Context: an optimization exercise on an open-source flow, tuned for small area and a short achievable clock period. The choices shown serve that exercise and are no tape-out recipe.
Only the layout flow was run in this run; the RTL was not checked for function there.

File: design/flow/run.sh
#!/bin/bash
# synth_recipe.tcl (not shown) runs the flow's synth.tcl, then flattens the netlist and writes it again
# the make line also repeats each setting of config.mk as NAME=value (left out here)
make -C /OpenROAD-flow-scripts/flow DESIGN_CONFIG=/design/flow/config.mk WORK_HOME=/design/flow/orfs CLKGATE_MAP_FILE= SYNTH_SCRIPT=/design/flow/synth_recipe.tcl finish
File: design/flow/config.mk
export PLATFORM = sky130hd
export DESIGN_NAME = ALU_TOP
export DESIGN_NICKNAME = ALU_TOP
export VERILOG_FILES = /design/flow/design.v
export SDC_FILE = /design/flow/constraint.sdc
export NUM_CORES = 4
export LEC_CHECK = 0
export CAP_MARGIN = 20
export CORE_MARGIN = 2
export CORE_UTILIZATION = 40
export SLEW_MARGIN = 20
File: design/flow/constraint.sdc
create_clock -name core_clock -period 105.0 [get_ports {CLK}]
set_input_delay 21.0000 -clock core_clock [delete_from_list [all_inputs] [get_ports {CLK}]]
set_output_delay 21.0000 -clock core_clock [all_outputs]
set_load 0.01 [all_outputs]
File: design/flow/design.v
module Decoder (
input  wire [1:0] IN ,
output reg  [3:0] OUT
);
always @(*)
  begin
  OUT = 4'b0000 ;
    case (IN)
     2'b00 : OUT = 4'b0001 ;
     2'b01 : OUT = 4'b0010 ;          
     2'b10 : OUT = 4'b0100 ;     
     2'b11 : OUT = 4'b1000 ;     
   endcase
 end 
 endmodule
module ARITHMETIC_UNIT 
#( parameter IN_DATA_WIDTH = 16,
             OUT_DATA_WIDTH = 16
)
(
input  wire [IN_DATA_WIDTH-1:0]   A   ,
input  wire [IN_DATA_WIDTH-1:0]   B   ,
input  wire [1:0]                 ALU_FUNC ,
input  wire                       CLK ,
input  wire                       Arith_enable ,
output reg                        Carry_OUT,
output reg [OUT_DATA_WIDTH-1:0]   Arith_OUT,
output reg                        Arith_Flag
);
reg [OUT_DATA_WIDTH-1:0]  Arith_OUT_comb  ;
reg                       Arith_Flag_comb ;
wire                      Carry_OUT_comb  ;
always @ (posedge CLK)
 begin 
   Arith_OUT <= Arith_OUT_comb ;
   Carry_OUT <= Carry_OUT_comb ;
   Arith_Flag <= Arith_Flag_comb ;
	end
always @ (*)
 begin 
    Arith_OUT_comb = 1'b0 ;
    Arith_Flag_comb = 1'b0 ;
	if(Arith_enable)
      case (ALU_FUNC)
      2'b00 : begin
              Arith_OUT_comb = A + B ;
              Arith_Flag_comb = 1'b1 ;              
		      end
      2'b01 : begin
              Arith_OUT_comb = A - B ;
              Arith_Flag_comb = 1'b1 ;           
		      end
      2'b10 : begin
              Arith_OUT_comb = A * B ;
              Arith_Flag_comb = 1'b1 ;           
		      end
      2'b11 : begin
              Arith_OUT_comb = (B == 0) ? {IN_DATA_WIDTH{1'b1}} : A / B ;   
              Arith_Flag_comb = 1'b1 ;           
		      end
      endcase
	else
	 begin
      Arith_OUT_comb = 'b0 ;
      Arith_Flag_comb = 1'b0 ;
     end
 end
assign Carry_OUT_comb = Arith_OUT_comb [IN_DATA_WIDTH] ;
 endmodule
module LOGIC_UNIT 
#( parameter IN_DATA_WIDTH = 16 ,
             OUT_DATA_WIDTH = 16
)
(
input  wire [IN_DATA_WIDTH-1:0]  A   ,
input  wire [IN_DATA_WIDTH-1:0]  B   ,
input  wire [1:0]                ALU_FUNC ,
input  wire                      CLK ,
input  wire                      Logic_enable ,
output reg [OUT_DATA_WIDTH-1:0]  Logic_OUT,
output reg                       Logic_Flag
);
reg [OUT_DATA_WIDTH-1:0]  Logic_OUT_comb  ;
reg                       Logic_Flag_comb ;
always @ (posedge CLK)
 begin 
   Logic_OUT  <= Logic_OUT_comb ;
   Logic_Flag <= Logic_Flag_comb ;
	end
always @ (*)
 begin 
    Logic_OUT_comb = 1'b0 ;
    Logic_Flag_comb = 1'b0 ;
	if(Logic_enable)
      case (ALU_FUNC)
      2'b00 : begin
              Logic_OUT_comb = A & B ;
              Logic_Flag_comb = 1'b1 ;              
		      end
      2'b01 : begin
              Logic_OUT_comb = A | B ;
              Logic_Flag_comb = 1'b1 ;           
		      end
      2'b10 : begin
              Logic_OUT_comb = ~(A & B) ;
              Logic_Flag_comb = 1'b1 ;           
		      end
      2'b11 : begin
              Logic_OUT_comb = ~(A | B) ;
              Logic_Flag_comb = 1'b1 ;           
		      end
      endcase
	else
	 begin
      Logic_OUT_comb = 1'b0 ;
      Logic_Flag_comb = 1'b0 ;
     end
 end
 endmodule
module SHIFT_UNIT 
#( parameter IN_DATA_WIDTH = 16 ,
             OUT_DATA_WIDTH = 16
)
(
input  wire [IN_DATA_WIDTH-1:0]  A   ,
input  wire [IN_DATA_WIDTH-1:0]  B   ,
input  wire [1:0]                ALU_FUNC ,
input  wire                      CLK ,
input  wire                      Shift_enable ,
output reg  [OUT_DATA_WIDTH-1:0] Shift_OUT,
output reg                       Shift_Flag
);
reg [OUT_DATA_WIDTH-1:0]  Shift_OUT_comb  ;
reg                       Shift_Flag_comb ;
always @ (posedge CLK)
 begin 
   Shift_OUT  <= Shift_OUT_comb ;
   Shift_Flag <= Shift_Flag_comb ;
	end
always @ (*)
 begin 
    Shift_OUT_comb = 1'b0 ;
    Shift_Flag_comb = 1'b0 ;
	if(Shift_enable)
      case (ALU_FUNC)
      2'b00 : begin
              Shift_OUT_comb = A >> 1  ;
              Shift_Flag_comb = 1'b1 ;              
		      end
      2'b01 : begin
              Shift_OUT_comb = A << 1 ;
              Shift_Flag_comb = 1'b1 ;           
		      end
      2'b10 : begin
              Shift_OUT_comb = B >> 1 ;
              Shift_Flag_comb = 1'b1 ;           
		      end
      2'b11 : begin
              Shift_OUT_comb = B << 1 ;
              Shift_Flag_comb = 1'b1 ;           
		      end
      endcase
	else
	 begin
      Shift_OUT_comb = 1'b0 ;
      Shift_Flag_comb = 1'b0 ;
     end
 end
 endmodule
module CMP_UNIT 
#( parameter IN_DATA_WIDTH  = 16,
             OUT_DATA_WIDTH = 16
)
(
input  wire [IN_DATA_WIDTH-1:0]   A   ,
input  wire [IN_DATA_WIDTH-1:0]   B   ,
input  wire [1:0]                 ALU_FUNC ,
input  wire                       CLK ,
input  wire                       CMP_enable ,
output reg  [OUT_DATA_WIDTH-1:0]  CMP_OUT ,
output reg                        CMP_Flag
);
reg [OUT_DATA_WIDTH-1:0]  CMP_OUT_comb  ;
reg                       CMP_Flag_comb ;
always @ (posedge CLK)
 begin 
   CMP_OUT  <= CMP_OUT_comb ;
   CMP_Flag <= CMP_Flag_comb ;
	end
always @ (*)
 begin 
    CMP_OUT_comb = 1'b0 ;
    CMP_Flag_comb = 1'b0 ;
	if(CMP_enable)
      case (ALU_FUNC)
      2'b00 : begin
              CMP_OUT_comb = 'b0  ;
              CMP_Flag_comb = 1'b1 ;              
		      end
      2'b01 : begin
              CMP_Flag_comb = 1'b1 ;  
              if (A==B)
                CMP_OUT_comb = 'b1;
              else
                CMP_OUT_comb = 'b0;			  
		      end
      2'b10 : begin
              CMP_Flag_comb = 1'b1 ;  
              if (A>B)
                CMP_OUT_comb = 'b10;
              else
                CMP_OUT_comb = 'b0;			  
		      end
      2'b11 : begin
              CMP_Flag_comb = 1'b1 ; 
              if (A<B)
                CMP_OUT_comb = 'b11;
              else
                CMP_OUT_comb = 'b0;			  
		      end
      endcase
	else
	 begin
      CMP_OUT_comb = 'b0 ;
      CMP_Flag_comb = 1'b0 ;
     end
 end
 endmodule
module ALU_TOP 
#( parameter OP_DATA_WIDTH = 16 ,
             Arith_OUT_WIDTH = OP_DATA_WIDTH + OP_DATA_WIDTH ,            
             Logic_OUT_WIDTH = OP_DATA_WIDTH ,
             Shift_OUT_WIDTH = OP_DATA_WIDTH ,
             CMP_OUT_WIDTH = 3 
)
(
input  wire [OP_DATA_WIDTH-1:0]    A   ,
input  wire [OP_DATA_WIDTH-1:0]    B   ,
input  wire [3:0]                  ALU_FUNC ,
input  wire                        CLK ,
output wire [Arith_OUT_WIDTH-1:0]  Arith_OUT,
output wire                        Carry_OUT,
output wire                        Arith_Flag,
output wire [Logic_OUT_WIDTH-1:0]  Logic_OUT,
output wire                        Logic_Flag,
output wire [Shift_OUT_WIDTH-1:0]  Shift_OUT,
output wire                        Shift_Flag,
output wire [CMP_OUT_WIDTH-1:0]    CMP_OUT,
output wire                        CMP_Flag
);
wire                  CMP_enable ;
wire                  Shift_enable ;
wire                  Logic_enable ;
wire                  Arith_enable ;
Decoder U0 (
.IN(ALU_FUNC[3:2]),
.OUT({Shift_enable,CMP_enable,Logic_enable,Arith_enable})
);
ARITHMETIC_UNIT # ( .IN_DATA_WIDTH(OP_DATA_WIDTH), .OUT_DATA_WIDTH(Arith_OUT_WIDTH)) U0_ARITHMETIC_UNIT (
.A(A),
.B(B),
.ALU_FUNC(ALU_FUNC[1:0]),
.CLK(CLK),
.Arith_enable(Arith_enable),
.Arith_OUT(Arith_OUT),
.Carry_OUT(Carry_OUT),
.Arith_Flag(Arith_Flag)
);
LOGIC_UNIT # ( .IN_DATA_WIDTH(OP_DATA_WIDTH), .OUT_DATA_WIDTH(Logic_OUT_WIDTH)) U0_LOGIC_UNIT (
.A(A),
.B(B),
.ALU_FUNC(ALU_FUNC[1:0]),
.CLK(CLK),
.Logic_enable(Logic_enable),
.Logic_OUT(Logic_OUT),
.Logic_Flag(Logic_Flag)
);
SHIFT_UNIT # ( .IN_DATA_WIDTH(OP_DATA_WIDTH), .OUT_DATA_WIDTH(Shift_OUT_WIDTH)) U0_SHIFT_UNIT (
.A(A),
.B(B),
.ALU_FUNC(ALU_FUNC[1:0]),
.CLK(CLK),
.Shift_enable(Shift_enable),
.Shift_OUT(Shift_OUT),
.Shift_Flag(Shift_Flag)
);
CMP_UNIT # ( .IN_DATA_WIDTH(OP_DATA_WIDTH), .OUT_DATA_WIDTH(CMP_OUT_WIDTH)) U0_CMP_UNIT (
.A(A),
.B(B),
.ALU_FUNC(ALU_FUNC[1:0]),
.CLK(CLK),
.CMP_enable(CMP_enable),
.CMP_OUT(CMP_OUT),
.CMP_Flag(CMP_Flag)
);
endmodule
==> flow_metrics.tcl <==
set metrics [dict create \
    status "complete, no violations" \
    layout_commonest_cell "ha_1" \
    clock-sinks 70 \
    dr.pass1.iters 6 \
    antenna_found_initial 3 \
    dpl-instance-area_um2 37630 \
    startpoint_type "input port" \
    via_per_inst 5.861 \
    grtUsageTotal 0.2655 \
    start_util 0.4046 \
    fp.dieH_um 295.2 \
    syn_area_um2 33910 \
    hold_path_depth 2 \
    drive_gt1_frac 0.1588 \
    min_from "ALU_FUNC[1]" \
    slew_viol_final 0 \
    wl_per_cell_um 20.08 \
    avgSynthCellArea_um2 7.488 \
    cts_buffers 9 \
    tritoncts "done" \
    layout_common_cells "ha_1 (522), nor2_1 (497), nand2_1 (414)" \
    drt_iter0_markers 3035 \
    grt_pass1_wl_um 183300 \
    ys.flop_type "dfxtp_1" \
    syn_to_final_growth_pct 17.70 \
    yosys_warnings 5 \
    die_area_um2 87130 \
    yosysUniqueCellTypes 129 \
    required_ns 105.28 \
    cp_max_fo 32 \
    clk_pin_slew_worst_paths_ns 0.08 \
    critical_path_arrival_ns 101.11 \
    final.setup.tns_ns 0 \
    post-route-drc-count 0 \
    dp_hpwl_um 92180 \
    placed_cells 5843 \
    holdPathEnd "U0_ARITHMETIC_UNIT.Arith_OUT[14]" \
    post-route-period-util 0.9604 \
    critPathKind "input port to flop" \
    cts_root_buf "clkbuf_16" \
    cp_slowest_stage_delay_ns 0.59 \
    nNetsFinal 5600 \
    nFillCells 8359 \
    vias 34925 \
    hp-class "input port to flop" \
    cp_common_cell "o21a_1" \
    core.rowCount 106 \
    cts.htree.levels 3 \
    hold_violations 0 \
    syn_inst 4529 \
    grt_pass1_vias 32595 \
    end_kind "flop" \
    hold_buffers 0 \
    seq_area_frac_synth 0.04132 \
    die_w_um 295.2 \
    drtAntennaViolNets 0 \
    final_cells 5959 \
    async_reset_ff_frac 0 \
    coreArea_um2 83820 \
    worst_slew_pin_slew_ns 1.129 \
    setup_viol 0 \
    num_antenna_cells 0 \
    io_buffers 107 \
    gp_congestion 0.9530 \
    max_clock_freq_ghz 0.009917 \
    synth_edf_count 0 \
    overflow 0 \
    slew_headroom 0.2471 \
    io_pins 109 \
    final_area_um2 39920 \
    holdWs_ns 20.96 \
    layout_min_cycle_time_ns 100.84 \
    wirelength_um 119700 \
    ys_ff_latch 70 \
    drv_cap 0 \
    grt_max_degree 54 \
    critical-path-slowest-cell "or4_4" \
    clk_path_buf_depth 2 \
]
-- layer usage --
layer | vias up | GRT usage | part of all wire
met5 | - | 0 | 0
met4 | 0 | 0.08481 | 0.034
met3 | 235 | 0.03684 | 0.070
met2 | 1188 | 0.4115 | 0.43
met1 | 16671 | 0.3782 | 0.47
li1 | 16831 | - | -
-- state kept, by name (all words and copies together), names as in the netlist --
name	cells
U0_SHIFT_UNIT.Shift_OUT	16
U0_LOGIC_UNIT.Logic_Flag	1
U0_CMP_UNIT.CMP_OUT	2
U0_LOGIC_UNIT.Logic_OUT	16
U0_ARITHMETIC_UNIT.Arith_OUT	32
U0_ARITHMETIC_UNIT.Arith_Flag	1
U0_CMP_UNIT.CMP_Flag	1
U0_SHIFT_UNIT.Shift_Flag	1
-- worst max-delay path by stage --
| stage | start | endpoint | slack, ns | cells after the start |
|---|---|---|---|---|
| finish | B[12] | U0_ARITHMETIC_UNIT.Arith_OUT[0] | 4.16 | 422 |
| global route | B[13] | U0_ARITHMETIC_UNIT.Arith_OUT[0] | -0.55 | 432 |
| CTS | B[14] | U0_ARITHMETIC_UNIT.Arith_OUT[0] | 0.03 | 409 |
| detailed placement | B[9] | U0_ARITHMETIC_UNIT.Arith_OUT[0] | -1.76 | 406 |
| global placement | B[9] | U0_ARITHMETIC_UNIT.Arith_OUT[0] | -0.08 | 407 |
| floorplan | B[14] | U0_ARITHMETIC_UNIT.Arith_OUT[0] | 0.03 | 440 |
-- stage by stage --
step	worst slack [ns]	util
after floorplan	0.02913	-
after global placement	-0.07520	0.4490
after detailed placement	-1.755	0.4490
after CTS	0.03420	0.4537
after global routing	-0.5451	0.4762
final	4.161	0.4762
-- layout make-up --
| cell class | instances | area [um2] | area share |
|---|---|---|---|
| multi-input cells | 3956 | 31910 | 0.7995 |
| repair buffers | 425 | 3566 | 0.08934 |
| well taps | 1134 | 1419 | 0.03555 |
| flip-flops and latches | 70 | 1401 | 0.03511 |
| inverters | 359 | 1351 | 0.03385 |
| clock buffers | 9 | 225.2 | 0.005642 |
| clock inverters | 6 | 38.79 | 0.0009717 |
-- repair_timing --
action                     4_1_cts  5_1_grt
hold endpoints to repair         0        0
setup endpoints to repair        1        2
setup buffers                    7       91
gates cloned                     0        3
gates resized for setup         23      242
pin swaps                        4       92
-- logic make-up (layout without fill, tap and decap cells) --
group / count (synthesis) / after routing / share of synthesized area
XOR/XNOR: 231 / 231 / 0.06010
AO/OA/AOI/OAI: 1220 / 1221 / 0.2502
buffers and inverters: 520 / 799 / 0.05980
multiplexers: 131 / 131 / 0.04674
other: 1 / 17 / 0.0001106
flip-flops: 70 / 70 / 0.04132
adder cells (fa/ha/maj): 743 / 743 / 0.3174
AND/OR/NAND/NOR: 1613 / 1613 / 0.2243
-- synthesized netlist by cell type, drive strengths merged, types with 47 or more instances --
cell	number	area (um2)
o21a	195	1473
dfxtp	70	1401
mux2	76	859.6
or2	53	331.6
nand3	65	330.3
nand2	423	1590
ha	546	6832
a211oi	47	380.4
nor2	526	1977
xor2	73	646.9
o31ai	116	903.4
clkbuf	97	364.1
nor3	240	1232
a21oi	281	1436
fa	196	3924
buf	64	316.6
xnor2	158	1391
nor2b	55	344.1
o21ai	188	959.7
a21o	101	758.2
inv	346	1299
-- worst max-delay path, delay by kind of cell --
family / cells / cell delay [ns]
AOI/OAI and AO/OA: 253 / 47.26
xor gates and xnor gates: 1 / 0.14
buffers and inverters: 31 / 5.27
adders and majority gates: 29 / 8.88
and+or+nand+nor: 99 / 15.79
muxes: 9 / 2.50

-- separate check: timing with driven ports --
In the flow no input, the clock included, has a driving cell. The finished layout below was timed again as built, in two steps.
Step 1, drivers: a clkbuf_16 drives CLK and a buf_2 each remaining input, both assumed.
Step 2, shift: input delay + t, output delay - t, t = (earliest + latest rising clock arrival at the registers) / 2. This alone moves slack from input paths to output paths.
a / b / c = no drivers / after step 1 / after step 2; a / b = the first two.
shift t [ns]: 0.449
slack for setup (ns): 4.161 / 4.196 / 3.747
worst setup path after step 2: input to register
After both steps setup and hold are still met in this run. The setup slack of this run moves by +0.035 ns with the drivers and by -0.414 ns with both steps.
